What follows belongs to an exercise in optimizing a design on an open flow for small area; a production flow would make more cautious choices.
Function was checked by simulation only, so behaviour that the tests miss may differ from the original.
No driver is modelled on the clock port, so clocking that relies on it looks cheaper here than on a real chip.
No activity file was given, so power comes from the tool's default toggle rates.

==> flow/design.v (outline; a module is shown in full before it is edited, if it fits) <==
// module uart_logger: 43 lines
// module i2c_sensors: 110 lines
// module ads_dec: 272 lines
// module bh_dec: 1037 lines
// module lcd_rom: 83 lines
// module lcd_display: 96 lines
// module top_multi_sensor_lcd_uart: 76 lines
module top_multi_sensor_lcd_uart (
    input  wire        clk,
    input  wire        reset,        
    output wire        I2C_SCLK,
    input  wire        i2c_sda_in,
    output wire        i2c_sda_out,
    output wire        i2c_sda_oe,
    output wire        rs,
    output wire        rw,
    output wire        enable,
    output wire [7:0]  data,
    output wire        uart_tx_pin
);
  // ...
==> flow/flow/run.sh <==
#!/bin/bash
# Own flow: the standard synthesis; then the combinational logic between
# the registers is mapped again by ABC with area-oriented scripts (every
# register instance keeps its name and cell type) and the smallest result is
# kept; then the standard layout steps from the synthesized netlist on,
# with the smallest buffer cell on the ports and a clock tree without dummy
# loads.
set -euo pipefail
W=$PWD
R=$W/orfs/results/$FLOW_PLATFORM/top_multi_sensor_lcd_uart/base
LIB=$FLOW_HOME/platforms/$FLOW_PLATFORM/lib/sky130_fd_sc_hd__tt_025C_1v80.lib
YOSYS=$FLOW_HOME/../tools/install/yosys/bin/yosys
[ -x "$YOSYS" ] || YOSYS=yosys

bash standard.sh synth > log_synth_standard.txt 2>&1
cp "$R/1_2_yosys.v" netlist_standard.v

python3 flow/split_lib.py "$LIB" lib_seq.lib lib_comb.lib > log_split_lib.txt 2>&1

for v in a b c d e; do
  cat > resynth_$v.ys <<YS
read_liberty -lib lib_seq.lib
read_liberty -ignore_miss_func lib_comb.lib
read_verilog netlist_standard.v
hierarchy -top $FLOW_TOP
flatten
opt -purge
abc -liberty $LIB -script $W/flow/abc_$v.script -dont_use sky130_fd_sc_hd__lpflow_* -dont_use sky130_fd_sc_hd__probe*
opt_clean -purge
splitnets
opt_clean -purge
hilomap -singleton -hicell sky130_fd_sc_hd__conb_1 HI -locell sky130_fd_sc_hd__conb_1 LO
insbuf -buf sky130_fd_sc_hd__buf_4 A X
opt_clean -purge
tee -o resynth_stat_$v.txt stat -liberty $LIB
write_verilog -noattr -noexpr -nohex -nodec netlist_resynth_$v.v
YS
  ( "$YOSYS" -q resynth_$v.ys > log_resynth_$v.txt 2>&1 || true ) &
done
wait

best=""; best_area=""
for v in a b c d e; do
  [ -s netlist_resynth_$v.v ] || continue
  a=$(awk '/Chip area for module/ {print $NF}' resynth_stat_$v.txt)
  [ -n "$a" ] || continue
  if [ -z "$best" ] || awk -v x="$a" -v y="$best_area" 'BEGIN{exit !(x<y)}'; then best=$v; best_area=$a; fi
done
echo "resynthesis variant $best, area $best_area" > log_resynth_choice.txt
[ -n "$best" ]

cp netlist_resynth_$best.v "$R/1_2_yosys.v"
rm -f "$R/1_synth.odb" "$R/1_synth.sdc"
export BUFFER_PORTS_ARGS="-buffer_cell sky130_fd_sc_hd__buf_1"
export CTS_ARGS="-sink_clustering_enable -repair_clock_nets -sink_clustering_size 20 -sink_clustering_max_diameter 60 -buf_list {sky130_fd_sc_hd__clkbuf_4 sky130_fd_sc_hd__clkbuf_8} -dont_use_dummy_load"
bash standard.sh finish > log_finish.txt 2>&1
==> flow/flow/abc_a.script <==
strash
&get -n
&deepsyn -T 60
&put
dch
amap
==> flow/flow/abc_b.script <==
strash
&get -n
&deepsyn -T 60
&dch -f
&nf -R 1000
&put
==> flow/flow/abc_c.script <==
strash
&get -n
&deepsyn -T 60 -S 4
&put
dch
amap
==> flow/flow/abc_d.script <==
strash
dch
balance
rewrite
refactor
balance
rewrite
rewrite -z
balance
refactor -z
rewrite -z
balance
dch
amap
==> flow/flow/abc_e.script <==
strash
&get -n
&deepsyn -T 60 -S 5
&put
dch
amap
==> flow/flow/split_lib.py <==
#!/usr/bin/env python3
"""Split a Liberty file into its sequential cells and its combinational cells."""
import re, sys
lib = open(sys.argv[1]).read()
idx = [m.start() for m in re.finditer(r'\n\s*cell\s*\(', lib)]
head = lib[:idx[0]]
cells = [lib[s:(idx[i + 1] if i + 1 < len(idx) else len(lib))] for i, s in enumerate(idx)]
last = cells[-1]
cells[-1] = last[:last.rstrip().rfind('}')]
seq = [c for c in cells if re.search(r'\n\s*(ff|latch|statetable)\s*\(', c)]
comb = [c for c in cells if not re.search(r'\n\s*(ff|latch|statetable)\s*\(', c)]
open(sys.argv[2], 'w').write(head + ''.join(seq) + '\n}\n')
open(sys.argv[3], 'w').write(head + ''.join(comb) + '\n}\n')
print(len(seq), 'sequential,', len(comb), 'combinational cells')
==> flow/standard.sh <==
#!/bin/bash
# synth_recipe.tcl (not shown) runs the flow's synth.tcl, then flattens the netlist and writes it again
# the make line also repeats each setting of config.mk as NAME=value (left out here)
make -C /OpenROAD-flow-scripts/flow DESIGN_CONFIG=/design/flow/config.mk WORK_HOME=/design/flow/orfs CLKGATE_MAP_FILE= SYNTH_SCRIPT=/design/flow/synth_recipe.tcl "${@:-finish}"
==> flow/config.mk <==
export PLATFORM = sky130hd
export DESIGN_NAME = top_multi_sensor_lcd_uart
export DESIGN_NICKNAME = top_multi_sensor_lcd_uart
export VERILOG_FILES = /design/flow/design.v
export SDC_FILE = /design/flow/constraint.sdc
export NUM_CORES = 4
export LEC_CHECK = 0
export CAP_MARGIN = 20
export CORE_MARGIN = 2
export CORE_UTILIZATION = 40
export CTS_BUF_LIST = sky130_fd_sc_hd__clkbuf_4 sky130_fd_sc_hd__clkbuf_8
export CTS_CLUSTER_DIAMETER = 60
export CTS_CLUSTER_SIZE = 20
export HOLD_SLACK_MARGIN = 0
export SLEW_MARGIN = 20
==> flow/constraint.sdc <==
create_clock -name core_clock -period 20.0 [get_ports {clk}]
set_input_delay 4.0000 -clock core_clock [delete_from_list [all_inputs] [get_ports {clk}]]
set_output_delay 4.0000 -clock core_clock [all_outputs]
set_load 0.01 [all_outputs]
==> reports/metrics.cfg, run 1 <==
[critical_path]
cp-end-kind=output port
cpMaxStageDelayCell=nor3_1
crit_path_max_incr_delay_ps=610
required_ps=16000

[drt]
drtPass1Iterations=5
vias=7224
wl_met1_um=9824
viasPerCell=5.752
highest_layer=met4
wl_per_cell_um=17.13

[final_layout]
multi_input_area_share_pct=36.13
area_growth_pct=7.944
largestRegisters=u_lcd.bcd2 x19, u_lcd.dd x19
n_clock_buffer=17
layout_common_cells=182 x nor2_1, 126 x clkinv_1, 79 x dfrtp_1
clk_share_pct=2.507
ff_latch_area_mm2=0.004795

[sta]
worst_slew_pin_slew_ps=895.4
finalCritPeriodShare_pct=37.45

[cts]
numCtsBuffers=17
root_buffer=clkbuf_8
holdBufCountCts=0
cts_tree=yes

[min_path]
hold_start=tmr[11]

[power]
fin_total_pwr_w=0.0005810
p_per_area_mw_per_mm2=62.24
intPower_w=0.0004609
ir_drop_v=0.00003919
combPwrFrac_pct=0.7
largestPowerGroup=registers

[global_route]
antenna_found_initial=0
grtUsageMet1_pct=27.60
grt.busiest_layer=met2

[die]
rows=53
tap_cells=275
dieArea_mm2=0.02281

[outcome]
run_status=complete, no violations

==> module lcd_display, before the edit <==
module lcd_display (
    input  wire        clk,
    input  wire        reset,
    input  wire        lcd_run,      
    input  wire [6:0]  number1,
    input  wire [15:0] number2,
    output wire        rs,
    output wire        enable,
    output wire [7:0]  data
);
reg [4:0] lcd_div;
wire lcd_step = (lcd_div == 5'd15);
assign enable = lcd_div[4];
always @(posedge clk or negedge reset) begin
    if (!reset) lcd_div <= 5'd0;
    else        lcd_div <= lcd_div + 5'd1;
end
reg        bcd_sel;
reg [5:0]  bcd_t;
reg [18:0] dd;
reg [8:0]  bcd1;
reg [18:0] bcd2;
always @(posedge clk) begin
    if (!lcd_run) begin
        bcd_sel <= 1'b0; bcd_t <= 6'd0;
    end else if (bcd_t == 6'd35) begin
        bcd_sel <= ~bcd_sel; bcd_t <= 6'd0;
    end else begin
        bcd_t <= bcd_t + 6'd1;
    end
end
function [3:0] corr;
    input [3:0] v;
    corr = (v >= 4'd5) ? v + 4'd3 : v;
endfunction
wire        dd_it = (bcd_t[5:4] == 2'b01);
wire [3:0]  dd_k  = bcd_t[3:0];
wire [15:0] dd_in = bcd_sel ? number2 : {9'd0, number1};
reg  [18:0] ddc;
always @(*) begin
    ddc = dd;
    if (dd_it && dd_k != 4'd0) ddc[3:0]   = corr(dd[3:0]);
    if (dd_it && dd_k >= 4'd5)  ddc[7:4]   = corr(dd[7:4]);
    if (dd_it && dd_k >= 4'd9)  ddc[11:8]  = corr(dd[11:8]);
    if (dd_it && dd_k >= 4'd13) ddc[15:12] = corr(dd[15:12]);
end
always @(posedge clk) begin
    if (bcd_t == 6'd0) dd <= {dd_in[11:0], 3'd0, dd_in[15:12]};
    else               dd <= {ddc[17:0], ddc[18]};
    if (bcd_t == 6'd35) begin
        if (bcd_sel) bcd2 <= {dd[2:0], dd[18:3]};
        else         bcd1 <= dd[11:3];
    end
end
reg [5:0] lcd_pos;
always @(posedge clk or negedge reset) begin
    if (!reset)         lcd_pos <= 6'd0;
    else if (!lcd_run)  lcd_pos <= 6'd0;
    else if (lcd_step)  lcd_pos <= (lcd_pos == 6'd49) ? 6'd38 : lcd_pos + 6'd1;
end
function [4:0] digit_of;
    input [18:0] b;
    input [2:0]  j;
    reg z4, z3, z2, z1;
    begin
        z4 = (b[18:16] == 3'd0);
        z3 = z4 && (b[15:12] == 4'd0);
        z2 = z3 && (b[11:8] == 4'd0);
        z1 = z2 && (b[7:4] == 4'd0);
        case (j)
            3'd0: digit_of = {z4, 1'b0, b[18:16]};
            3'd1: digit_of = {z3, b[15:12]};
            3'd2: digit_of = {z2, b[11:8]};
            3'd3: digit_of = {z1, b[7:4]};
            default: digit_of = {1'b0, b[3:0]};
        endcase
    end
endfunction
reg [4:0] lcd_dig;       
always @(posedge clk) begin
    if (lcd_step) begin
        if (lcd_pos >= 6'd39 && lcd_pos <= 6'd43)
            lcd_dig <= digit_of({10'd0, bcd1}, lcd_pos[2:0] - 3'd7);
        else if (lcd_pos >= 6'd45)
            lcd_dig <= digit_of(bcd2, lcd_pos[2:0] - 3'd5);
        else
            lcd_dig <= 5'b10000;     
    end
end
wire       lcd_dyn;
wire [7:0] lcd_const;
lcd_rom u_rom (.pos(lcd_pos), .rs(rs), .d7(lcd_const[7]), .d6(lcd_const[6]), .d5(lcd_const[5]),
               .d4(lcd_const[4]), .d3(lcd_const[3]), .d2(lcd_const[2]), .d1(lcd_const[1]),
               .d0(lcd_const[0]), .dyn(lcd_dyn));
assign data = !lcd_dyn ? lcd_const : lcd_dig[4] ? 8'h20 : {4'h3, lcd_dig[3:0]};
endmodule
==> inputs of run 2 (changes only) <==
--- a/flow/design.v
+++ b/flow/design.v
@@ -1566,6 +1566,8 @@
 reg [8:0]  bcd1;
 reg [18:0] bcd2;
-always @(posedge clk) begin
-    if (!lcd_run) begin
+always @(posedge clk or negedge reset) begin
+    if (!reset) begin
+        bcd_sel <= 1'b0; bcd_t <= 6'd0;
+    end else if (!lcd_run) begin
         bcd_sel <= 1'b0; bcd_t <= 6'd0;
     end else if (bcd_t == 6'd35) begin
--- a/flow/flow/run.sh
+++ b/flow/flow/run.sh
@@ -18,5 +18,5 @@
 python3 flow/split_lib.py "$LIB" lib_seq.lib lib_comb.lib > log_split_lib.txt 2>&1
 
-for v in a b c d e; do
+for v in a b c d; do
   cat > resynth_$v.ys <<YS
 read_liberty -lib lib_seq.lib
@@ -41,5 +41,5 @@
 
 best=""; best_area=""
-for v in a b c d e; do
+for v in a b c d; do
   [ -s netlist_resynth_$v.v ] || continue
   a=$(awk '/Chip area for module/ {print $NF}' resynth_stat_$v.txt)
==> flow/flow/abc_c.script (replaced) <==
strash
&get -n
&deepsyn -T 60 -S 3
&put
dch
amap
removed: flow/flow/abc_e.script
==> run 2 against run 1 <==
  * Maximum frequency is 3.3% higher
  * Die area about the same
  * Critical path depth stayed put
  * Largest power group unchanged
==> reports/metrics.cfg, run 2 <==
[outcome]
run_status=complete, no violations  ; unchanged

[drt]
vias=7123  ; was 7224
drtIter0Drc=714  ; was 505
drtPass1Iterations=5  ; unchanged
drc=0  ; unchanged
viasPerCell=5.667  ; was 5.752
ant_nets=0  ; unchanged
drt_wl_total_um=21740  ; was 21520 µm
wl_per_cell_um=17.29  ; was 17.13 µm

[cts]
cts_tree=yes  ; unchanged
clkLatencyLatePin_ps=470  ; was 460 ps
holdBufCountCts=0  ; unchanged
root_buffer=clkbuf_8  ; unchanged
cts-htree-levels=4  ; unchanged
numCtsBuffers=17  ; unchanged
clock_sinks=183  ; unchanged
clkTransAtPathRegs_ps=110  ; was 90 ps
clock_path_buffers=2  ; unchanged
cts_resized=0  ; unchanged
cts_setup_buffers=0  ; unchanged

[power]
pwr-share-seq_pct=66.6  ; was 66.3%
total_leakage_power_nw=3.380  ; was 3.233 nW
swShare_pct=20.31  ; was 20.67%
fin_total_pwr_w=0.0005789  ; was 0.0005810 W
combPwrFrac_pct=0.8  ; was 0.7%
intPower_w=0.0004613  ; was 0.0004609 W
clock_power_share_pct=32.6  ; was 33.0%
ir_drop_v=0.00003240  ; was 0.00003919 V
p_per_area_mw_per_mm2=62.07  ; was 62.24 mW/mm²
p_sw_w=0.0001176  ; was 0.0001201 W

[min_path]
hold_path.class=register to register  ; unchanged
min_to=tmr[11]  ; was tmr[12]
hold_start=tmr[10]  ; was tmr[11]
worst_hold_path.num_cells=0  ; unchanged

[final_layout]
drive_above_1_share_pct=3.768  ; was 3.772%
num_antenna_cells=0  ; unchanged
area_growth_pct=7.951  ; was 7.944%
layout_common_cells=179 x nor2_1, 122 x clkinv_1, 87 x nand2_1  ; was 182 x nor2_1, 126 x clkinv_1, 79 x dfrtp_1
post-route-cell-area_mm2=0.009326  ; was 0.009334 mm²
stdcell_count=1257  ; was 1256
layout_commonest_cell=nor2_1  ; unchanged
largestRegisters=u_lcd.bcd2 x19, u_lcd.dd x19  ; unchanged
nets=987  ; was 986

[die]
ioPinCount=18  ; unchanged
dieArea_mm2=0.02279  ; was 0.02281 mm²
initial_core_util_pct=40.97  ; was 41.01%
die_h_um=151.0  ; about the same
die_w_um=151.0  ; about the same
rows=53  ; unchanged
coreArea_mm2=0.02109  ; unchanged

[critical_path]
cp.arrival_ps=3250  ; was 3490 ps
rr_endpoint=u_i2c.sbuf[9]  ; unchanged
crit_type=register to output port  ; unchanged
cp-end-kind=output port  ; unchanged
start_kind=register  ; unchanged
ff2ff_setup_slack_ps=15970  ; was 15660 ps
worstReg2RegStart=div50[2]  ; was div50[1]
critPathMaxFanout=11  ; was 9
required_ps=16000  ; about the same
reg2reg_depth=15  ; was 19

[global_route]
grt_pass1_wl_um=35930  ; was 35600 µm
grt_start_max_net_pins=52  ; was 66
gr-total-overflow=0  ; unchanged
antenna_found_initial=0  ; unchanged
grt.total_usage_pct=20.26  ; was 20.05%
grt_pass1_vias=6829  ; was 6804

[sta]
fmax_ghz=0.1379  ; was 0.1335 GHz
tns_ps=0  ; unchanged
whs_ps=346.6  ; was 339.6 ps
drv_slew=0  ; unchanged
worst_slew_pin_slew_ps=871.3  ; was 895.4 ps
hold_violations=0  ; unchanged
setup_viol=0  ; unchanged
finalCritPeriodShare_pct=36.25  ; was 37.45%
period_minus_slack_ps=7249  ; was 7490 ps
clock_skew_ps=42.00  ; was 21.21 ps
slew_headroom_pct=41.46  ; was 39.84%
rsz0062_at_grt=false  ; unchanged

[place]
dp_cells=1240  ; was 1239
place_area_mm2=0.009092  ; was 0.009100 mm²
place_congestion=0.8843  ; was 0.9152
hpwlAfterDp_um=16440  ; was 16040 µm
portBuffers=16  ; unchanged

[run]
maxCapViolCount=0  ; unchanged

[synth]
syn_area_per_cell_um2=9.162  ; was 9.179 µm²
ys_warn_count=7  ; unchanged
synthCells=943  ; was 942
syn_area_mm2=0.008640  ; was 0.008647 mm²
syn-num-nets=946  ; was 945

[run 2: worst max-delay path by stage]
stage                     slack (ps)          to              from  cells past startpoint
after floorplan                13990  i2c_sda_oe  u_i2c.i2c_pos[3]                     10
after global placement         13320  i2c_sda_oe  u_i2c.i2c_pos[3]                     11
after detailed placement       13300  i2c_sda_oe  u_i2c.i2c_pos[3]                     11
after CTS                      12790  i2c_sda_oe  u_i2c.i2c_pos[3]                     11
after global routing           12460  i2c_sda_oe  u_i2c.i2c_pos[3]                     11
final                          12750  i2c_sda_oe  u_i2c.i2c_pos[3]                     11
[run 2: final cells by class]
| type | instances | area [µm²] |
|---|---|---|
| Timing Repair Buffer | 23 | 116.4 |
| Multi-Input combinational cell | 637 | 3344 |
| Fill cell | 2038 | 11760 |
| Clock buffer | 17 | 234.0 |
| Tap cell | 275 | 344.1 |
| Inverter | 122 | 457.9 |
| Sequential cell | 183 | 4830 |
[run 2: worst max-delay path, cell delays in order (launching register included)]
cell	delay [ps]
dfrtp_1	520
clkinv_1	350
nor2_1	250
clkinv_1	140
nor2_1	270
clkinv_1	150
nand2_1	80
a32oi_1	120
a2111oi_0	450
a211oi_1	130
a21oi_1	170
buf_1	160
[run 2: stage by stage]
stage / util (%) / setup WS (ps)
finish: 44.23 / 12750
global route: 44.23 / 12460
CTS: 44.23 / 12790
detailed placement: 43.12 / 13300
global placement: 43.12 / 13320
floorplan: - / 13990
[run 2: routing by layer]
layer,global-route usage [%],share of wire (%)
met5,0,0
met3,4.096,3.6
met1,27.42,46
met4,6.402,2.0
met2,32.89,48
[run 2: power groups by stage]
stage	logic, W	registers, W	clock network, W
2_1_floorplan	0.000000326	0.000393	0
3_3_place_gp	0.00000472	0.000393	0
3_5_place_dp	0.00000482	0.000393	0
4_1_cts	0.00000488	0.000386	0.000195
5_1_grt	0.00000534	0.000386	0.000213
6_report	0.00000441	0.000386	0.000189
==> inputs of run 3 (changes only) <==
--- a/flow/design.v
+++ b/flow/design.v
@@ -1566,8 +1566,6 @@
 reg [8:0]  bcd1;
 reg [18:0] bcd2;
-always @(posedge clk or negedge reset) begin
-    if (!reset) begin
-        bcd_sel <= 1'b0; bcd_t <= 6'd0;
-    end else if (!lcd_run) begin
+always @(posedge clk) begin
+    if (!lcd_run) begin
         bcd_sel <= 1'b0; bcd_t <= 6'd0;
     end else if (bcd_t == 6'd35) begin
--- a/flow/flow/run.sh
+++ b/flow/flow/run.sh
@@ -4,6 +4,6 @@
 # register instance keeps its name and cell type) and the smallest result is
 # kept; then the standard layout steps from the synthesized netlist on,
-# with the smallest buffer cell on the ports and a clock tree without dummy
-# loads.
+# with the smallest buffer cell on the ports, a clock tree without dummy loads
+# and clock leaf buffers downsized where the clock slew allows.
 set -euo pipefail
 W=$PWD
@@ -18,5 +18,6 @@
 python3 flow/split_lib.py "$LIB" lib_seq.lib lib_comb.lib > log_split_lib.txt 2>&1
 
-for v in a b c d; do
+resynth() {
+  local v=$1
   cat > resynth_$v.ys <<YS
 read_liberty -lib lib_seq.lib
@@ -36,12 +37,15 @@
 write_verilog -noattr -noexpr -nohex -nodec netlist_resynth_$v.v
 YS
-  ( "$YOSYS" -q resynth_$v.ys > log_resynth_$v.txt 2>&1 || true ) &
-done
-wait
+  "$YOSYS" -q resynth_$v.ys > log_resynth_$v.txt 2>&1 || true
+}
+
+VARIANTS="base s1 s2 s3 s4 s5 s6 s7 s8"
+for v in base s1 s2 s3 s4; do resynth $v & done; wait
+for v in s5 s6 s7 s8; do resynth $v & done; wait
 
 best=""; best_area=""
-for v in a b c d; do
+for v in $VARIANTS; do
   [ -s netlist_resynth_$v.v ] || continue
-  a=$(awk '/Chip area for module/ {print $NF}' resynth_stat_$v.txt)
+  a=$(awk '/Chip area for module/ {print $NF}' resynth_stat_$v.txt 2>/dev/null || true)
   [ -n "$a" ] || continue
   if [ -z "$best" ] || awk -v x="$a" -v y="$best_area" 'BEGIN{exit !(x<y)}'; then best=$v; best_area=$a; fi
@@ -54,3 +58,4 @@
 export BUFFER_PORTS_ARGS="-buffer_cell sky130_fd_sc_hd__buf_1"
 export CTS_ARGS="-sink_clustering_enable -repair_clock_nets -sink_clustering_size 20 -sink_clustering_max_diameter 60 -buf_list {sky130_fd_sc_hd__clkbuf_4 sky130_fd_sc_hd__clkbuf_8} -dont_use_dummy_load"
+export POST_CTS_TCL=$W/flow/downsize.tcl
 bash standard.sh finish > log_finish.txt 2>&1
==> flow/flow/abc_base.script (new file) <==
strash
dch
balance
rewrite
refactor
balance
rewrite
rewrite -z
balance
refactor -z
rewrite -z
balance
dch
amap
==> flow/flow/abc_s1.script (new file) <==
strash
&get -n
&deepsyn -T 90 -S 1
&put
dch
amap
==> flow/flow/abc_s2.script (new file) <==
strash
&get -n
&deepsyn -T 90 -S 2
&put
dch
amap
==> flow/flow/abc_s3.script (new file) <==
strash
&get -n
&deepsyn -T 90 -S 3
&put
dch
amap
==> flow/flow/abc_s4.script (new file) <==
strash
&get -n
&deepsyn -T 90 -S 4
&put
dch
amap
==> flow/flow/abc_s5.script (new file) <==
strash
&get -n
&deepsyn -T 90 -S 5
&put
dch
amap
==> flow/flow/abc_s6.script (new file) <==
strash
&get -n
&deepsyn -T 90 -S 6
&put
dch
amap
==> flow/flow/abc_s7.script (new file) <==
strash
&get -n
&deepsyn -T 90 -S 7
&put
dch
amap
==> flow/flow/abc_s8.script (new file) <==
strash
&get -n
&deepsyn -T 90 -S 8
&put
dch
amap
==> flow/flow/downsize.tcl (new file) <==
proc clk_pins_worst_slew { inst } {
  set w 0
  set onet [get_nets -of_objects [get_pins [get_full_name $inst]/X]]
  foreach p [get_pins -of_objects $onet -filter "direction == input"] {
    set s [get_property $p slew_max]
    if {$s > $w} { set w $s }
  }
  return $w
}
proc downsize_clock_leaves { from to limit } {
  estimate_parasitics -placement
  set n 0
  foreach inst [get_cells *] {
    if {[get_property $inst ref_name] != $from} continue
    set before [clk_pins_worst_slew $inst]
    replace_cell $inst $to
    estimate_parasitics -placement
    set after [clk_pins_worst_slew $inst]
    # the buffer feeding this one must stay fine too
    if {$after > $limit} {
      replace_cell $inst $from
      estimate_parasitics -placement
    } else {
      incr n
    }
  }
  puts "downsize_clock_leaves: $n buffers $from -> $to"
}

downsize_clock_leaves sky130_fd_sc_hd__clkbuf_8 sky130_fd_sc_hd__clkbuf_4 0.115
--- a/flow/config.mk
+++ b/flow/config.mk
@@ -6,5 +6,5 @@
 export NUM_CORES = 4
 export LEC_CHECK = 0
-export CAP_MARGIN = 20
+export CAP_MARGIN = 0
 export CORE_MARGIN = 2
 export CORE_UTILIZATION = 40
@@ -13,3 +13,3 @@
 export CTS_CLUSTER_SIZE = 20
 export HOLD_SLACK_MARGIN = 0
-export SLEW_MARGIN = 20
+export SLEW_MARGIN = 0
removed: flow/flow/abc_a.script
removed: flow/flow/abc_b.script
removed: flow/flow/abc_c.script
removed: flow/flow/abc_d.script
==> run 3 against run 2 <==
  * Maximum frequency decreased by 1.7%
  * Sequential power about the same
  * Cell area decreased by 0.51%
  * Core utilization decreased by 0.23 points
  * Worst hold slack improved by 24 ps
  * Synthesized cell count unchanged
  * Count of clock-buffer cells in the layout unchanged
  * Clock power decreased by 7%
  * Worst setup slack got worse by 120 ps
  * Critical endpoint unchanged
==> reports/metrics.cfg, run 3 <==
[global_route]
grt_start_max_net_pins=49  ; was 52
grt.total_usage_pct=20.45  ; was 20.26%
gr-total-overflow=0  ; unchanged
grt_pass1_vias=6857  ; was 6829
grt_pass1_wl_um=36200  ; was 35930 µm
antenna_found_initial=0  ; unchanged

[sta]
timing.final.ws_setup_ps=12630  ; was 12750 ps
slew_headroom_pct=35.91  ; was 41.46%
clock_skew_ps=33.44  ; was 42.00 ps
tns_ps=0  ; unchanged
setup_viol=0  ; unchanged
drv_slew=0  ; unchanged
finalCritPeriodShare_pct=36.86  ; was 36.25%
hold_violations=0  ; unchanged
period_minus_slack_ps=7372  ; was 7249 ps
rsz0062_at_grt=false  ; unchanged
fmax_ghz=0.1356  ; was 0.1379 GHz
worst_slew_pin_slew_ps=954.0  ; was 871.3 ps

[power]
ir_drop_v=0.00004334  ; was 0.00003240 V
total_leakage_power_nw=3.234  ; was 3.380 nW
p_per_area_mw_per_mm2=60.94  ; was 62.07 mW/mm²

[critical_path]
required_ps=16000  ; about the same
critPathMaxFanout=8  ; was 11
cp-end-kind=output port  ; unchanged
crit_type=register to output port  ; unchanged
cp.arrival_ps=3370  ; was 3250 ps
start_kind=register  ; unchanged

[outcome]
run_status=complete, no violations  ; unchanged

[final_layout]
drive_above_1_share_pct=3.772  ; was 3.768%
layout_commonest_cell=nor2_1  ; unchanged
area_growth_pct=7.494  ; was 7.951%
nets=986  ; was 987
largestRegisters=u_lcd.bcd2 x19, u_lcd.dd x19  ; unchanged
nFillCells=2111  ; was 2038
multi_input_area_mm2=0.003328  ; was 0.003344 mm²
ff_latch_area_mm2=0.004795  ; was 0.004830 mm²
layout_common_cells=154 x nor2_1, 135 x clkinv_1, 81 x nand2_1  ; was 179 x nor2_1, 122 x clkinv_1, 87 x nand2_1
num_antenna_cells=0  ; unchanged
stdcell_count=1256  ; was 1257

[synth]
ys_warn_count=7  ; unchanged
synthCells=943  ; unchanged
syn_area_mm2=0.008632  ; was 0.008640 mm²
syn-num-nets=946  ; unchanged
syn_area_per_cell_um2=9.154  ; was 9.162 µm²

[drt]
ant_nets=0  ; unchanged
vias=7208  ; was 7123
drtIter0Drc=505  ; was 714
drtPass1Iterations=5  ; unchanged
drc=0  ; unchanged
drt_wl_total_um=21890  ; was 21740 µm
wl_per_cell_um=17.43  ; was 17.29 µm
viasPerCell=5.739  ; was 5.667

[cts]
clkLatencyLatePin_ps=460  ; was 470 ps
clock_sinks=183  ; unchanged
clkTransAtPathRegs_ps=100  ; was 110 ps
cts_tree=yes  ; unchanged

[place]
place_congestion=0.9267  ; was 0.8843
hpwlAfterDp_um=16490  ; was 16440 µm
portBuffers=16  ; unchanged
dp_cells=1239  ; was 1240
dp_slack_ps=13140  ; was 13300 ps

[die]
dieArea_mm2=0.02277  ; was 0.02279 mm²
rows=53  ; unchanged
die_h_um=150.9  ; was 151.0 µm
initial_core_util_pct=40.93  ; was 40.97%
coreArea_mm2=0.02109  ; unchanged
ioPinCount=18  ; unchanged
die_w_um=150.9  ; was 151.0 µm

[min_path]
hold_path.class=register to register  ; unchanged

[run]
maxCapViolCount=0  ; unchanged

[run 3: final timing paths]
kind	startpoint	cells after the start	end	slack (ps)
max in group asynchronous	reset	2	latched_lux[13]	15340
min in group asynchronous	reset	1	u_i2c.bh_c[5]	3600
hold / removal	tmr[6]	0	tmr[7]	370
hold reg to reg	tmr[6]	0	tmr[7]	370
setup reg to reg	div50[1]	26	u_i2c.sbuf[9]	15200
setup / recovery	u_i2c.i2c_pos[0]	11	i2c_sda_oe	12630
[run 3: area by class of cell]
class | instances | share of cell area, %
well taps | 275 | 3.708
inverters | 135 | 5.461
multi-input cells | 624 | 35.87
flip-flops and latches | 183 | 51.67
clock buffers | 17 | 2.117
repair buffers | 22 | 1.173
[run 3: routing by layer]
layer	vias up	global-route usage, %	share of wire [%]
met4	0	6.916	2.3
met1	3440	29.27	48
met2	222	31.16	45
li1	3508	-	-
met3	38	4.036	4.7
met5	-	0	0
[run 3: metrics by stage]
step | total power, W | hold slack, ps | area [µm²] | utilization, %
floorplan | 0.0003936 | 345.4 | 8632 | -
global placement | 0.0003978 | 355.3 | 9082 | 43.07
detailed placement | 0.0003978 | 357.1 | 9082 | 43.07
global route | 0.0005885 | 376.3 | 9279 | 44.00
finish | 0.0005655 | 370.5 | 9279 | 44.00
[run 3: critical path, cell delays in order (launching register included)]
cell and delay [ps]:
dfrtp_1 520, clkinv_1 270, nor2_1 300, clkinv_1 180, nand2_1 130, o22ai_1 80, a2111oi_0 570, nand3_1 150
a31oi_1 240, clkinv_1 90, o32ai_1 230, buf_1 190
[run 3: where the power goes]
group	total, W	leakage, nW	switching, W	internal, W
clock	0.000176	0.107	0.000113	0.0000629
combinational	0.00000422	1.20	0.00000386	0.000000359
sequential	0.000385	1.93	0	0.000385
==> inputs of run 4 (changes only) <==
--- a/flow/config.mk
+++ b/flow/config.mk
@@ -6,5 +6,5 @@
 export NUM_CORES = 4
 export LEC_CHECK = 0
-export CAP_MARGIN = 0
+export CAP_MARGIN = 20
 export CORE_MARGIN = 2
 export CORE_UTILIZATION = 40
@@ -13,3 +13,3 @@
 export CTS_CLUSTER_SIZE = 20
 export HOLD_SLACK_MARGIN = 0
-export SLEW_MARGIN = 0
+export SLEW_MARGIN = 20
==> run 4 against run 3 <==
  * Clock skew unchanged
  * Critical endpoint unchanged
  * Still clean
  * Via count unchanged
  * Clock power about the same
  * Core utilization unchanged
  * Sequential cell count unchanged
  * Synthesized area unchanged
  * Synthesized cell count unchanged
  * Worst hold slack unchanged
  * Sequential power about the same
==> reports/metrics.cfg, run 4 <==
[global_route]
grt_pass1_vias=6857  ; unchanged
grt_pass1_wl_um=36200  ; unchanged
grt_start_max_net_pins=49  ; unchanged
antenna_found_initial=0  ; unchanged
grt.total_usage_pct=20.45  ; unchanged
gr-total-overflow=0  ; unchanged

[sta]
fmax_ghz=0.1356  ; unchanged
whs_ps=370.5  ; unchanged
period_minus_slack_ps=7372  ; unchanged
setup_viol=0  ; unchanged
hold_violations=0  ; unchanged
slew_headroom_pct=35.91  ; unchanged
clock_skew_ps=33.44  ; unchanged
tns_ps=0  ; unchanged
finalCritPeriodShare_pct=36.86  ; unchanged
worst_slew_pin_slew_ps=954.0  ; unchanged
rsz0062_at_grt=false  ; unchanged
drv_slew=0  ; unchanged

[die]
die_w_um=150.9  ; unchanged
ioPinCount=18  ; unchanged
coreArea_mm2=0.02109  ; unchanged
initial_core_util_pct=40.93  ; unchanged
rows=53  ; unchanged
die_h_um=150.9  ; unchanged
dieArea_mm2=0.02277  ; unchanged

[drt]
drt_wl_total_um=21890  ; unchanged
viasPerCell=5.739  ; unchanged
drtIter0Drc=505  ; unchanged
drc=0  ; unchanged
drtPass1Iterations=5  ; unchanged
wl_per_cell_um=17.43  ; unchanged
vias=7208  ; unchanged
ant_nets=0  ; unchanged

[final_layout]
stdcell_count=1256  ; unchanged
num_antenna_cells=0  ; unchanged
drive_above_1_share_pct=3.772  ; unchanged
largestRegisters=u_lcd.bcd2 x19, u_lcd.dd x19  ; unchanged
multi_input_area_mm2=0.003328  ; unchanged
nFillCells=2111  ; unchanged
layout_common_cells=154 x nor2_1, 135 x clkinv_1, 81 x nand2_1  ; unchanged
layout_commonest_cell=nor2_1  ; unchanged
nets=986  ; unchanged
area_growth_pct=7.494  ; unchanged
ff_latch_area_mm2=0.004795  ; unchanged
final_core_util_pct=44.00  ; unchanged

[cts]
clkTransAtPathRegs_ps=100  ; about the same
clkLatencyLatePin_ps=460  ; about the same
clock_sinks=183  ; unchanged
cts_tree=yes  ; unchanged

[critical_path]
ff2ff_setup_slack_ps=15200  ; about the same
reg2reg_depth=26  ; unchanged
critPathMaxFanout=8  ; unchanged
worstReg2RegStart=div50[1]  ; unchanged
rr_endpoint=u_i2c.sbuf[9]  ; unchanged
cp-end-kind=output port  ; unchanged
required_ps=16000  ; about the same
crit_start=u_i2c.i2c_pos[0]  ; unchanged
cp.arrival_ps=3370  ; about the same
crit_type=register to output port  ; unchanged
start_kind=register  ; unchanged

[run]
maxCapViolCount=0  ; unchanged

[synth]
syn_area_mm2=0.008632  ; unchanged
syn-num-nets=946  ; unchanged
syn_area_per_cell_um2=9.154  ; unchanged
synthCells=943  ; unchanged
ys_warn_count=7  ; unchanged

[power]
p_per_area_mw_per_mm2=60.94  ; unchanged
intPower_w=0.0004485  ; unchanged
combPwrFrac_pct=0.7  ; about the same
ir_drop_v=0.00004334  ; unchanged
p_sw_w=0.0001170  ; unchanged
total_leakage_power_nw=3.234  ; unchanged
fin_total_pwr_w=0.0005655  ; unchanged
pwr-share-seq_pct=68.1  ; about the same
swShare_pct=20.68  ; unchanged
clock_power_share_pct=31.1  ; about the same

[min_path]
worst_hold_path.num_cells=0  ; unchanged
min_to=tmr[7]  ; unchanged
hold_start=tmr[6]  ; unchanged
hold_path.class=register to register  ; unchanged

[place]
portBuffers=16  ; unchanged
dp_cells=1239  ; unchanged
place_congestion=0.9267  ; unchanged
hpwlAfterDp_um=16490  ; unchanged

[outcome]
run_status=complete, no violations  ; unchanged

[run 4: power groups by stage]
stage / sequential (W) / clock, W / combinational (W)
2_1_floorplan: 0.000393 / 0 / 0.000000341
3_3_place_gp: 0.000393 / 0 / 0.00000456
3_5_place_dp: 0.000393 / 0 / 0.00000458
5_1_grt: 0.000385 / 0.000198 / 0.00000519
6_report: 0.000385 / 0.000176 / 0.00000422
[run 4: through the flow]
stage / setup slack [ps] / instance area, µm²
after floorplan: 13620 / 8632
after detailed placement: 13140 / 9082
final: 12630 / 9279
after global placement: 13150 / 9082
after global routing: 12210 / 9279
[run 4: worst max-delay path by stage]
stage | end | slack, ps | cells after the start
floorplan | i2c_sda_oe | 13620 | 10
global placement | i2c_sda_oe | 13150 | 11
detailed placement | i2c_sda_oe | 13140 | 11
global route | i2c_sda_oe | 12210 | 11
finish | i2c_sda_oe | 12630 | 11
[run 4: layer usage]
layer | up-vias | global-route usage (%) | routed length, µm
met4 | 0 | 6.916 | 493
met5 | - | 0 | 0
met2 | 222 | 31.16 | 9958
met3 | 38 | 4.036 | 1033
met1 | 3440 | 29.27 | 10410
li1 | 3508 | - | -
[run 4: layout make-up]
type	count	share of cell area (%)
clock buffers	17	2.117
inverters	135	5.461
multi-input cells	624	35.87
flip-flops and latches	183	51.67
well taps	275	3.708
repair buffers	22	1.173
[run 4: critical path, cell delays in order (launching register included)]
cell,delay [ps]
dfrtp_1,520
clkinv_1,270
nor2_1,300
clkinv_1,180
nand2_1,130
o22ai_1,80
a2111oi_0,570
nand3_1,150
a31oi_1,240
clkinv_1,90
o32ai_1,230
buf_1,190
==> module uart_logger, before the edit <==
module uart_logger (
    input  wire        clk,
    input  wire        reset,
    input  wire        lux_valid,
    input  wire [15:0] sbuf,         
    output wire        sbuf_load,
    input  wire        ads_valid,
    input  wire [6:0]  latched_hum,
    output wire        tx
);
reg [8:0]  u_cnt;        
reg [1:0]  u_byte;
reg        u_lux;
always @(posedge clk or negedge reset) begin
    if (!reset) begin
        u_cnt <= 9'd0; u_byte <= 2'd0;
    end else if (u_cnt == 9'd0) begin
        if (lux_valid || ads_valid) begin
            u_cnt <= 9'd108; u_byte <= 2'd0;
        end
    end else if (u_cnt == 9'd372) begin
        u_cnt  <= (u_byte == 2'd3) ? 9'd0 : 9'd108;
        u_byte <= u_byte + 2'd1;
    end else begin
        u_cnt <= u_cnt + 9'd1;
    end
end
always @(posedge clk) begin
    if (u_cnt == 9'd0) u_lux <= lux_valid;
end
assign sbuf_load = u_lux && u_cnt == 9'd108 && u_byte == 2'd0;
reg [7:0] u_data;
always @(*) begin
    case (u_byte)
        2'd0: u_data = u_lux ? 8'hAA : 8'hBB;
        2'd1: u_data = u_lux ? sbuf[15:8] : 8'h00;
        2'd2: u_data = u_lux ? sbuf[7:0] : {1'b0, latched_hum};
        default: u_data = 8'h0A;
    endcase
end
assign tx = (u_cnt[8:4] == 5'b00111) ? 1'b0 :
            (u_cnt[8:7] == 2'b01)    ? u_data[u_cnt[6:4]] : 1'b1;
endmodule
==> module i2c_sensors, before the edit <==
module i2c_sensors (
    input  wire        clk,
    input  wire        reset,
    input  wire        active_sensor,
    input  wire [5:0]  div50,
    input  wire        i2c_step,
    input  wire        sda_in,
    output wire        sclk,
    output wire        sda_out,
    output wire        sda_oe,
    output wire        ads_valid,
    output reg  [6:0]  humidity,
    output reg         lux_valid,
    output wire        lux_load,     
    output reg  [15:0] rx,
    input  wire [15:0] latched_lux,
    input  wire        sbuf_load,
    output reg  [15:0] sbuf          
);
reg  [7:0] i2c_pos;
wire       is_bh = &i2c_pos[7:4];
wire [3:0] bh_s  = is_bh ? i2c_pos[3:0] : 4'd0;
reg  [5:0] bh_c;         
reg  [5:0] bh_w;         
reg        bh_sclk;
localparam B_WRITE = 4'd5, B_READ = 4'd12, B_SPR = 4'd13, B_SPRS = 4'd15;
wire ads_sclk, ads_oe, ads_sda, ads_cap, ads_calc, ads_last;
ads_dec u_ads (.pos(i2c_pos), .sclk(ads_sclk), .oe(ads_oe), .sda(ads_sda), .cap(ads_cap),
               .valid(ads_valid), .calc(ads_calc), .last(ads_last));
wire bh_oe, bh_sda, bh_cap;
bh_dec u_bh (.s(bh_s), .c(bh_c), .oe(bh_oe), .sda(bh_sda), .cap(bh_cap));
assign sclk    = active_sensor ? bh_sclk : ads_sclk;
assign sda_out = active_sensor ? bh_sda  : ads_sda;
assign sda_oe  = active_sensor ? bh_oe   : ads_oe;
wire bh_w60 = bh_w[5] & bh_w[4] & bh_w[3] & bh_w[2];     
always @(posedge clk or negedge reset) begin
    if (!reset) begin
        i2c_pos <= 8'd0;
    end else if (i2c_step) begin
        if (!active_sensor) begin
            if (is_bh || ads_last) i2c_pos <= 8'd1;
            else                   i2c_pos <= i2c_pos + 8'd1;
        end else if (!is_bh) begin
            i2c_pos <= 8'hF1;
        end else begin
            case (bh_s)
                B_WRITE: if (bh_c == 6'd35) i2c_pos <= 8'hF6;
                B_READ:  if (bh_c == 6'd53) i2c_pos <= 8'hFD;
                B_SPRS:  if (bh_w60)        i2c_pos <= 8'hF9;
                default: i2c_pos <= i2c_pos + 8'd1;
            endcase
        end
    end
end
always @(posedge clk or negedge reset) begin
    if (!reset) begin
        bh_c <= 6'd0; bh_w <= 6'd0; bh_sclk <= 1'b1; lux_valid <= 1'b0;
    end else if (i2c_step) begin
        case (bh_s)
            4'd3, 4'd10: bh_sclk <= 1'b0;
            4'd4, 4'd8, 4'd11: ;
            B_WRITE: begin
                bh_sclk <= ~bh_sclk;
                bh_c    <= (bh_c >= 6'd35) ? bh_c - 6'd35 : bh_c + 6'd1;
            end
            B_READ: begin
                bh_sclk <= ~bh_sclk;
                bh_c    <= (bh_c == 6'd53) ? 6'd0 : bh_c + 6'd1;
            end
            B_SPRS: bh_w <= bh_w60 ? 6'd0 : bh_w + 6'd1;
            default: bh_sclk <= 1'b1;
        endcase
        if (!active_sensor)                   lux_valid <= 1'b0;
        else if (bh_s == B_SPR)               lux_valid <= 1'b1;
        else if (bh_s == B_SPRS && bh_w == 0) lux_valid <= 1'b0;
    end
end
assign lux_load = (i2c_pos == 8'hFE);
wire        hcalc = ads_calc && (div50 >= 6'd16) && (div50 <= 6'd41);
wire        hsub  = (div50[5:4] == 2'b01);                   
wire        hfirst= (div50 == 6'd16);
wire        hkeep = hcalc && div50 >= 6'd34;                 
wire        kbit  = (16'h5DC0 >> div50[3:0]) & 1'b1;         
wire        xbit  = rx[div50[3:0]];
wire [10:0] hacc  = hfirst ? 11'd0 : sbuf[10:0];
wire        bin   = hfirst ? 1'b0 : sbuf[11];
wire        dbit  = kbit ^ xbit ^ bin;
wire        bout  = (!kbit & (xbit | bin)) | (xbit & bin);
wire [11:0] hsum  = {1'b0, hacc} + ((hsub & dbit) ? 12'd1589 : 12'd0);
always @(posedge clk) begin
    if (i2c_step && (ads_cap || bh_cap) || hkeep)
        rx <= {rx[14:0], hcalc ? hsum[0] : sda_in};
end
always @(posedge clk) begin
    if (hcalc) begin
        sbuf[10:0] <= hsum[11:1];
        if (hsub) sbuf[11] <= bout;
        if (div50 == 6'd31) sbuf[12] <= xbit;
    end else if (sbuf_load) begin
        sbuf <= latched_lux;
    end
end
wire [7:0] hraw = {rx[0], rx[1], rx[2], rx[3], rx[4], rx[5], rx[6], rx[7]};
always @(*) begin
    if (sbuf[12])           humidity = 7'd100;
    else if (sbuf[11])      humidity = 7'd0;
    else if (hraw > 8'd100) humidity = 7'd100;
    else                    humidity = hraw[6:0];
end
endmodule
==> module top_multi_sensor_lcd_uart, before the edit <==
module top_multi_sensor_lcd_uart (
    input  wire        clk,
    input  wire        reset,        
    output wire        I2C_SCLK,
    input  wire        i2c_sda_in,
    output wire        i2c_sda_out,
    output wire        i2c_sda_oe,
    output wire        rs,
    output wire        rw,
    output wire        enable,
    output wire [7:0]  data,
    output wire        uart_tx_pin
);
reg [15:0] tmr;
reg        active_sensor;            
wire       tmr_end = (tmr == 16'hBFE3);
wire       tmr_fb  = ~(tmr[15] ^ tmr[14] ^ tmr[12] ^ tmr[3]) ^ tmr_end;
always @(posedge clk or negedge reset) begin
    if (!reset) begin
        tmr           <= 16'h7FC6;
        active_sensor <= 1'b0;
    end else begin
        tmr           <= {tmr[14:0], tmr_fb};
        if (tmr_end) active_sensor <= ~active_sensor;
    end
end
reg lcd_run;
always @(posedge clk or negedge reset) begin
    if (!reset) lcd_run <= 1'b0;
    else if (tmr[13] & tmr[12] & tmr[10] & tmr[5] & ~tmr[9] & ~tmr[2] & ~tmr[1] & ~tmr[0])
        lcd_run <= 1'b1;
end
reg [5:0] div50;
wire i2c_step = div50[5] & div50[4] & div50[1];      
always @(posedge clk or negedge reset) begin
    if (!reset)        div50 <= 6'd0;
    else if (i2c_step) div50 <= 6'd1;
    else               div50 <= div50 + 6'd1;
end
wire        ads_valid, lux_valid, lux_load;
wire [6:0]  humidity;
wire [15:0] rx;
wire [15:0] sbuf;
wire        sbuf_load;
reg  [15:0] latched_lux;
reg  [6:0]  latched_hum;
i2c_sensors u_i2c (
    .clk(clk), .reset(reset), .active_sensor(active_sensor),
    .div50(div50), .i2c_step(i2c_step),
    .sda_in(i2c_sda_in), .sclk(I2C_SCLK), .sda_out(i2c_sda_out), .sda_oe(i2c_sda_oe),
    .ads_valid(ads_valid), .humidity(humidity),
    .lux_valid(lux_valid), .lux_load(lux_load), .rx(rx),
    .latched_lux(latched_lux), .sbuf_load(sbuf_load), .sbuf(sbuf)
);
always @(posedge clk or negedge reset) begin
    if (!reset) begin
        latched_lux <= 16'd0;
        latched_hum <= 7'd0;
    end else begin
        if (ads_valid) latched_hum <= humidity;
        if (lux_load)  latched_lux <= rx;
    end
end
uart_logger u_uart (
    .clk(clk), .reset(reset),
    .lux_valid(lux_valid), .sbuf(sbuf), .sbuf_load(sbuf_load),
    .ads_valid(ads_valid), .latched_hum(latched_hum),
    .tx(uart_tx_pin)
);
lcd_display u_lcd (
    .clk(clk), .reset(reset), .lcd_run(lcd_run),
    .number1(latched_hum), .number2(latched_lux),
    .rs(rs), .enable(enable), .data(data)
);
assign rw = 1'b0;
endmodule
==> inputs of run 5 (changes only) <==
--- a/flow/design.v
+++ b/flow/design.v
@@ -19,5 +19,5 @@
             u_cnt <= 9'd108; u_byte <= 2'd0;
         end
-    end else if (u_cnt == 9'd372) begin
+    end else if (u_cnt[8] & u_cnt[6] & u_cnt[5] & u_cnt[4] & u_cnt[2]) begin    
         u_cnt  <= (u_byte == 2'd3) ? 9'd0 : 9'd108;
         u_byte <= u_byte + 2'd1;
@@ -88,6 +88,6 @@
         end else begin
             case (bh_s)
-                B_WRITE: if (bh_c == 6'd35) i2c_pos <= 8'hF6;
-                B_READ:  if (bh_c == 6'd53) i2c_pos <= 8'hFD;
+                B_WRITE: if (bh_c[5] & ~bh_c[4] & ~bh_c[3] & ~bh_c[2] & bh_c[1] & bh_c[0]) i2c_pos <= 8'hF6;    
+                B_READ:  if (bh_c[5] & bh_c[4] & bh_c[2] & bh_c[0]) i2c_pos <= 8'hFD;    
                 B_SPRS:  if (bh_w60)        i2c_pos <= 8'hF9;
                 default: i2c_pos <= i2c_pos + 8'd1;
@@ -109,5 +109,5 @@
             B_READ: begin
                 bh_sclk <= ~bh_sclk;
-                bh_c    <= (bh_c == 6'd53) ? 6'd0 : bh_c + 6'd1;
+                bh_c    <= (bh_c[5] & bh_c[4] & bh_c[2] & bh_c[0]) ? 6'd0 : bh_c + 6'd1;
             end
             B_SPRS: bh_w <= bh_w60 ? 6'd0 : bh_w + 6'd1;
@@ -1569,5 +1569,5 @@
     if (!lcd_run) begin
         bcd_sel <= 1'b0; bcd_t <= 6'd0;
-    end else if (bcd_t == 6'd35) begin
+    end else if (bcd_t[5] & bcd_t[1] & bcd_t[0]) begin      
         bcd_sel <= ~bcd_sel; bcd_t <= 6'd0;
     end else begin
@@ -1602,5 +1602,5 @@
     if (!reset)         lcd_pos <= 6'd0;
     else if (!lcd_run)  lcd_pos <= 6'd0;
-    else if (lcd_step)  lcd_pos <= (lcd_pos == 6'd49) ? 6'd38 : lcd_pos + 6'd1;
+    else if (lcd_step)  lcd_pos <= (lcd_pos[5] & lcd_pos[4] & lcd_pos[0]) ? 6'd38 : lcd_pos + 6'd1;    
 end
 function [4:0] digit_of;
@@ -1622,13 +1622,15 @@
     end
 endfunction
-reg [4:0] lcd_dig;       
+reg  [3:0] lcd_dig;
+wire [4:0] dig1 = digit_of({10'd0, bcd1}, lcd_pos[2:0] - 3'd7);
+wire [4:0] dig2 = digit_of(bcd2, lcd_pos[2:0] - 3'd5);
 always @(posedge clk) begin
     if (lcd_step) begin
         if (lcd_pos >= 6'd39 && lcd_pos <= 6'd43)
-            lcd_dig <= digit_of({10'd0, bcd1}, lcd_pos[2:0] - 3'd7);
+            lcd_dig <= dig1[4] ? 4'hF : dig1[3:0];
         else if (lcd_pos >= 6'd45)
-            lcd_dig <= digit_of(bcd2, lcd_pos[2:0] - 3'd5);
+            lcd_dig <= dig2[4] ? 4'hF : dig2[3:0];
         else
-            lcd_dig <= 5'b10000;     
+            lcd_dig <= 4'hF;         
     end
 end
@@ -1638,5 +1640,5 @@
                .d4(lcd_const[4]), .d3(lcd_const[3]), .d2(lcd_const[2]), .d1(lcd_const[1]),
                .d0(lcd_const[0]), .dyn(lcd_dyn));
-assign data = !lcd_dyn ? lcd_const : lcd_dig[4] ? 8'h20 : {4'h3, lcd_dig[3:0]};
+assign data = !lcd_dyn ? lcd_const : (&lcd_dig) ? 8'h20 : {4'h3, lcd_dig};
 endmodule
 module top_multi_sensor_lcd_uart (
@@ -1655,5 +1657,5 @@
 reg [15:0] tmr;
 reg        active_sensor;            
-wire       tmr_end = (tmr == 16'hBFE3);
+wire       tmr_end = ({tmr[15], tmr[12:0]} == 14'h3FE3);
 wire       tmr_fb  = ~(tmr[15] ^ tmr[14] ^ tmr[12] ^ tmr[3]) ^ tmr_end;
 always @(posedge clk or negedge reset) begin
==> run 5 against run 4 <==
  * Critical endpoint is now rs
  * First-iteration DRC count up 28%
  * Highest routed layer unchanged
  * Synthesized area up 0.12%
  * Cell count up 1.1%
  * Worst hold slack worse by 5.6 ps
  * Clock skew up 4.8 ps
==> reports/metrics.cfg, run 5 <==
[critical_path]
ff2ff_setup_slack_ps=15380  ; was 15200 ps
reg2reg_depth=22  ; was 26
cp.arrival_ps=3660  ; was 3370 ps
cp-end-kind=output port  ; unchanged
critPathMaxFanout=12  ; was 8
start_kind=register  ; unchanged
crit_type=register to output port  ; unchanged
required_ps=16000  ; about the same

[drt]
drtPass1Iterations=6  ; was 5
drc=0  ; unchanged
ant_nets=0  ; unchanged
drt_wl_total_um=21670  ; was 21890 µm
wl_per_cell_um=17.06  ; was 17.43 µm
drtIter0Drc=646  ; was 505
viasPerCell=5.718  ; was 5.739
vias=7262  ; was 7208

[cts]
clkTransAtPathRegs_ps=90  ; was 100 ps
cts_tree=yes  ; unchanged
clkLatencyLatePin_ps=450  ; was 460 ps
clock_sinks=182  ; was 183

[final_layout]
layout_commonest_cell=nor2_1  ; unchanged
stdcell_count=1270  ; was 1256
layout_common_cells=165 x nor2_1, 137 x clkinv_1, 79 x dfrtp_1  ; was 154 x nor2_1, 135 x clkinv_1, 81 x nand2_1
largestRegisters=u_lcd.bcd2 x19, u_lcd.dd x19  ; unchanged
nets=1000  ; was 986
drive_above_1_share_pct=4.020  ; was 3.772%
area_growth_pct=7.789  ; was 7.494%
num_antenna_cells=0  ; unchanged

[place]
hpwlAfterDp_um=16300  ; was 16490 µm
place_congestion=0.9297  ; was 0.9267
portBuffers=16  ; unchanged
dp_cells=1253  ; was 1239

[sta]
tns_ps=0  ; unchanged
slew_headroom_pct=36.01  ; was 35.91%
clock_skew_ps=38.22  ; was 33.44 ps
finalCritPeriodShare_pct=38.32  ; was 36.86%
period_minus_slack_ps=7664  ; was 7372 ps
rsz0062_at_grt=false  ; unchanged
hold_violations=0  ; unchanged
fmax_ghz=0.1305  ; was 0.1356 GHz
setup_viol=0  ; unchanged
worst_slew_pin_slew_ps=959.8  ; was 954.0 ps
drv_slew=0  ; unchanged

[synth]
syn_area_per_cell_um2=9.049  ; was 9.154 µm²
syn_area_mm2=0.008642  ; was 0.008632 mm²
synthCells=955  ; was 943
ys_warn_count=7  ; unchanged
syn-num-nets=958  ; was 946

[power]
total_leakage_power_nw=3.158  ; was 3.234 nW
ir_drop_v=0.00003808  ; was 0.00004334 V
fin_total_pwr_w=0.0005624  ; was 0.0005655 W
p_per_area_mw_per_mm2=60.37  ; was 60.94 mW/mm²

[min_path]
worst_hold_path.num_cells=0  ; unchanged
hold_path.class=register to register  ; unchanged

[run]
maxCapViolCount=0  ; unchanged

[die]
initial_core_util_pct=40.98  ; was 40.93%
dieArea_mm2=0.02280  ; was 0.02277 mm²
die_h_um=151.0  ; was 150.9 µm
ioPinCount=18  ; unchanged
rows=53  ; unchanged
coreArea_mm2=0.02109  ; unchanged
die_w_um=151.0  ; was 150.9 µm

[global_route]
gr-total-overflow=0  ; unchanged
grt_pass1_vias=6930  ; was 6857
grt_pass1_wl_um=36430  ; was 36200 µm
antenna_found_initial=0  ; unchanged
grt_start_max_net_pins=56  ; was 49
grt.total_usage_pct=20.47  ; was 20.45%

[outcome]
run_status=complete, no violations  ; unchanged

## run 5: cell type report
type	count	area (µm²)
clock buffer	17	202.7
fill	2118	11770
inverter	137	514.2
multi-input combinational	635	3366
sequential	182	4765
tap	275	344.1
timing repair buffer	24	123.9
## run 5: final timing paths
check / start / endpoint
setup / recovery: u_lcd.lcd_pos[1] / rs
hold / removal: tmr[10] / tmr[11]
setup reg to reg: div50[1] / u_i2c.sbuf[10]
hold reg to reg: tmr[10] / tmr[11]
max in group asynchronous: reset / u_uart.u_cnt[2]
min in group asynchronous: reset / u_lcd.lcd_pos[1]
## run 5: metal layers
| layer | wire [µm] | global-route usage [%] | share of wire (%) |
|---|---|---|---|
| met2 | 10170 | 32.55 | 47 |
| met3 | 1076 | 4.066 | 5.0 |
| met5 | 0 | 0 | 0 |
| met4 | 535 | 6.776 | 2.5 |
| met1 | 9892 | 28.19 | 46 |
## run 5: critical path, cell delays in order, from the launching register on
cell	delay [ps]
dfrtp_1	480
clkinv_1	320
nor2_1	290
clkinv_1	180
nor3_1	230
a31oi_1	90
nor4b_1	160
a2111oi_0	750
nor2_1	150
nor2_1	170
nor2_1	90
a21oi_1	150
buf_1	160
## run 5: where the power goes
part / internal, W / switching [W]
sequential: 0.000383 / 0
clock: 0.0000650 / 0.000110
combinational: 0.000000368 / 0.00000385
total: 0.000448 / 0.000114
## run 5: through the flow
stage / hold WS [ps] / utilization [%] / worst slack [ps] / cell area [µm²]
floorplan: 345.6 / - / 13520 / 8642
global placement: 355.7 / 43.21 / 13020 / 9112
detailed placement: 354.0 / 43.21 / 12910 / 9112
global route: 370.7 / 44.17 / 11910 / 9315
finish: 364.9 / 44.17 / 12340 / 9315
==> inputs of run 6 (changes only) <==
--- a/flow/flow/run.sh
+++ b/flow/flow/run.sh
@@ -40,7 +40,8 @@
 }
 
-VARIANTS="base s1 s2 s3 s4 s5 s6 s7 s8"
+VARIANTS="base s1 s2 s3 s4 s5 s6 s7 s8 s9 s10 s11 s12"
 for v in base s1 s2 s3 s4; do resynth $v & done; wait
 for v in s5 s6 s7 s8; do resynth $v & done; wait
+for v in s9 s10 s11 s12; do resynth $v & done; wait
 
 best=""; best_area=""
==> flow/flow/abc_s1.script (replaced) <==
strash
&get -n
&deepsyn -T 75 -S 1
&put
dch
amap
==> flow/flow/abc_s10.script (new file) <==
strash
&get -n
&deepsyn -T 75 -S 10
&put
dch
amap
==> flow/flow/abc_s11.script (new file) <==
strash
&get -n
&deepsyn -T 75 -S 11
&put
dch
amap
==> flow/flow/abc_s12.script (new file) <==
strash
&get -n
&deepsyn -T 75 -S 12
&put
dch
amap
==> flow/flow/abc_s2.script (replaced) <==
strash
&get -n
&deepsyn -T 75 -S 2
&put
dch
amap
==> flow/flow/abc_s3.script (replaced) <==
strash
&get -n
&deepsyn -T 75 -S 3
&put
dch
amap
==> flow/flow/abc_s4.script (replaced) <==
strash
&get -n
&deepsyn -T 75 -S 4
&put
dch
amap
==> flow/flow/abc_s5.script (replaced) <==
strash
&get -n
&deepsyn -T 75 -S 5
&put
dch
amap
==> flow/flow/abc_s6.script (replaced) <==
strash
&get -n
&deepsyn -T 75 -S 6
&put
dch
amap
==> flow/flow/abc_s7.script (replaced) <==
strash
&get -n
&deepsyn -T 75 -S 7
&put
dch
amap
==> flow/flow/abc_s8.script (replaced) <==
strash
&get -n
&deepsyn -T 75 -S 8
&put
dch
amap
==> flow/flow/abc_s9.script (new file) <==
strash
&get -n
&deepsyn -T 75 -S 9
&put
dch
amap
==> run 6 against run 5 <==
  * Sequential cell count is the same
  * Worst hold slack gained 2.1 ps
  * Clock power about the same
==> reports/metrics.cfg, run 6 <==
[place]
place_congestion=0.9565  ; was 0.9297
hpwlAfterDp_um=15870  ; was 16300 µm
portBuffers=16  ; unchanged

[die]
die_h_um=150.4  ; was 151.0 µm
rows=53  ; unchanged
dieArea_mm2=0.02263  ; was 0.02280 mm²
die_w_um=150.4  ; was 151.0 µm
initial_core_util_pct=40.81  ; was 40.98%
coreArea_mm2=0.02102  ; was 0.02109 mm²
ioPinCount=18  ; unchanged

[critical_path]
rr_endpoint=u_i2c.sbuf[9]  ; was u_i2c.sbuf[10]
crit_top_cell=nor2_1  ; unchanged
start_kind=register  ; unchanged
crit_path_max_incr_delay_ps=630  ; was 750 ps
required_ps=16000  ; about the same
cp-end-kind=output port  ; unchanged
reg2reg_depth=18  ; was 22
worstReg2RegStart=div50[1]  ; unchanged
critPathMaxFanout=11  ; was 12
ff2ff_setup_slack_ps=16340  ; was 15380 ps
cp.arrival_ps=3200  ; was 3660 ps
cpMaxStageDelayCell=nor2_1  ; was a2111oi_0
crit_type=register to output port  ; unchanged
crit_path_cell_trace=clkinv_1, nor2_1, clkinv_1, o21ai_0, o21ai_0, and2_0, nor2_1, nor2_1, a211oi_1, buf_1  ; was clkinv_1, nor2_1, clkinv_1, nor3_1, a31oi_1, nor4b_1, a2111oi_0, nor2_1, nor2_1, nor2_1, a21oi_1, buf_1

[drt]
ant_nets=0  ; unchanged
drt_wl_total_um=21090  ; was 21670 µm
drc=0  ; unchanged
highest_layer=met4  ; unchanged
drtIter0Drc=571  ; was 646
wl_per_cell_um=16.82  ; was 17.06 µm
drtPass1Iterations=5  ; was 6
vias=7118  ; was 7262
wl_met3_um=1014  ; was 1076 µm
met2_length_um=9527  ; was 10170 µm
wl_met1_um=10250  ; was 9892 µm
viasPerCell=5.676  ; was 5.718

[sta]
finalCritPeriodShare_pct=36.01  ; was 38.32%
hold_violations=0  ; unchanged
drv_slew=0  ; unchanged
rsz0062_at_grt=false  ; unchanged
tns_ps=0  ; unchanged
whs_ps=367.0  ; was 364.9 ps
slew_headroom_pct=46.34  ; was 36.01%
worst_slew_pin_slew_ps=805.0  ; was 959.8 ps
setup_viol=0  ; unchanged
clock_skew_ps=39.37  ; was 38.22 ps
period_minus_slack_ps=7201  ; was 7664 ps
fmax_ghz=0.1389  ; was 0.1305 GHz

[final_layout]
drive_above_1_share_pct=4.188  ; was 4.020%
num_antenna_cells=0  ; unchanged
layout_commonest_cell=nor2_1  ; unchanged
area_growth_pct=7.862  ; was 7.789%
largestRegisters=u_lcd.bcd2 x19, u_lcd.dd x19  ; unchanged
nFillCells=2036  ; was 2118
nets=984  ; was 1000
layout_common_cells=169 x nor2_1, 140 x clkinv_1, 79 x dfrtp_1  ; was 165 x nor2_1, 137 x clkinv_1, 79 x dfrtp_1

[global_route]
grt_start_max_net_pins=62  ; was 56
grt_pass1_wl_um=34930  ; was 36430 µm
antenna_found_initial=0  ; unchanged
gr-total-overflow=0  ; unchanged
grt_pass1_vias=6630  ; was 6930
grt.total_usage_pct=19.65  ; was 20.47%

[cts]
clkTransAtPathRegs_ps=100  ; was 90 ps
clkLatencyLatePin_ps=450  ; about the same
clock_sinks=182  ; unchanged
cts_tree=yes  ; unchanged

[outcome]
run_status=complete, no violations  ; unchanged

[min_path]
hold_path.class=register to register  ; unchanged
min_to=tmr[12]  ; was tmr[11]
hold_start=tmr[11]  ; was tmr[10]
worst_hold_path.num_cells=0  ; unchanged

[synth]
ys_warn_count=7  ; unchanged
syn-num-nets=941  ; was 958
syn_area_per_cell_um2=9.145  ; was 9.049 µm²
syn_area_mm2=0.008578  ; was 0.008642 mm²
synthCells=938  ; was 955

[power]
p_per_area_mw_per_mm2=60.67  ; was 60.37 mW/mm²
ir_drop_v=0.00003361  ; was 0.00003808 V
total_leakage_power_nw=3.247  ; was 3.158 nW

[run]
maxCapViolCount=0  ; unchanged

==> run 6: routing by layer <==
| metal | vias to the layer above | track usage (%) |
|---|---|---|
| met5 | - | 0 |
| met4 | 0 | 5.566 |
| met3 | 32 | 3.758 |
| met2 | 217 | 30.07 |
| met1 | 3394 | 28.48 |
| li1 | 3475 | - |
==> run 6: worst max path at each step <==
stage	endpoint	startpoint	depth (start not counted)	slack, ps
6_report	data[5]	u_lcd.lcd_pos[0]	10	12800
3_3_place_gp	data[5]	u_lcd.lcd_pos[0]	10	13480
5_1_grt	data[5]	u_lcd.lcd_pos[0]	10	12570
3_5_place_dp	data[5]	u_lcd.lcd_pos[0]	10	13340
2_1_floorplan	data[5]	u_lcd.lcd_pos[0]	9	13680
==> run 6: area by class of cell <==
class,instances,area (µm²),share of cell area (%)
Multi-Input combinational cell,615,3291,35.56
Sequential cell,182,4765,51.49
Clock buffer,17,196.4,2.123
Tap cell,275,344.1,3.719
Inverter,140,525.5,5.680
Timing Repair Buffer,25,131.4,1.420
==> run 6: per-stage QoR <==
stage,instances,setup WS [ps],instance area (µm²),power (W),utilization (%)
6_report,1254,12800,9253,0.0005613,44.02
5_1_grt,1254,12570,9253,0.0005839,44.02
3_5_place_dp,1237,13340,9056,0.0003955,43.08
3_3_place_gp,1237,13480,9056,0.0003954,43.08
2_1_floorplan,938,13680,8578,0.0003913,-
==> run 6: critical path, delay by kind of cell (launching register included) <==
family	cells	cell delay, ps
compound gates	3	510
buf+inv	3	770
flops	1	450
simple gates	4	1030
==> run 6: where the power goes <==
group / leakage, nW / switching (W) / internal (W) / total [W]
combinational: 1.22 / 0.00000380 / 0.000000373 / 0.00000418
clock: 0.107 / 0.000111 / 0.0000629 / 0.000174
sequential: 1.92 / 0 / 0.000383 / 0.000383

## re-timing with driven ports
No port has a modelled driver above. Below, the same layouts with a new extraction and two added sets of constraints. Step 1: set_driving_cell puts a clkbuf_16 on clk and a buf_2 on each other input, an assumption about the parent block. Step 2 also shifts input and output timing later by t, the mid clock arrival at the registers, as if the neighbouring blocks saw the same clock. Three values: ideal, step 1, step 2; two values: the first two.
run	shift t [ns]	setup WS [ns]	worst register clock-pin slew, ns	pins driven straight from the clock port
run 1	0.494	12.510 / 12.467 / 12.961	0.09 / 0.09	1
run 2	0.490	12.751 / 12.709 / 13.199	0.11 / 0.11	1
run 3	0.483	12.628 / 12.589 / 13.072	0.11 / 0.11	1
run 4	0.483	12.628 / 12.589 / 13.072	0.11 / 0.11	1
run 5	0.483	12.336 / 12.289 / 12.772	0.11 / 0.11	1
run 6	0.475	12.799 / 12.758 / 13.233	0.11 / 0.11	1
After both steps every run listed still meets setup and hold.
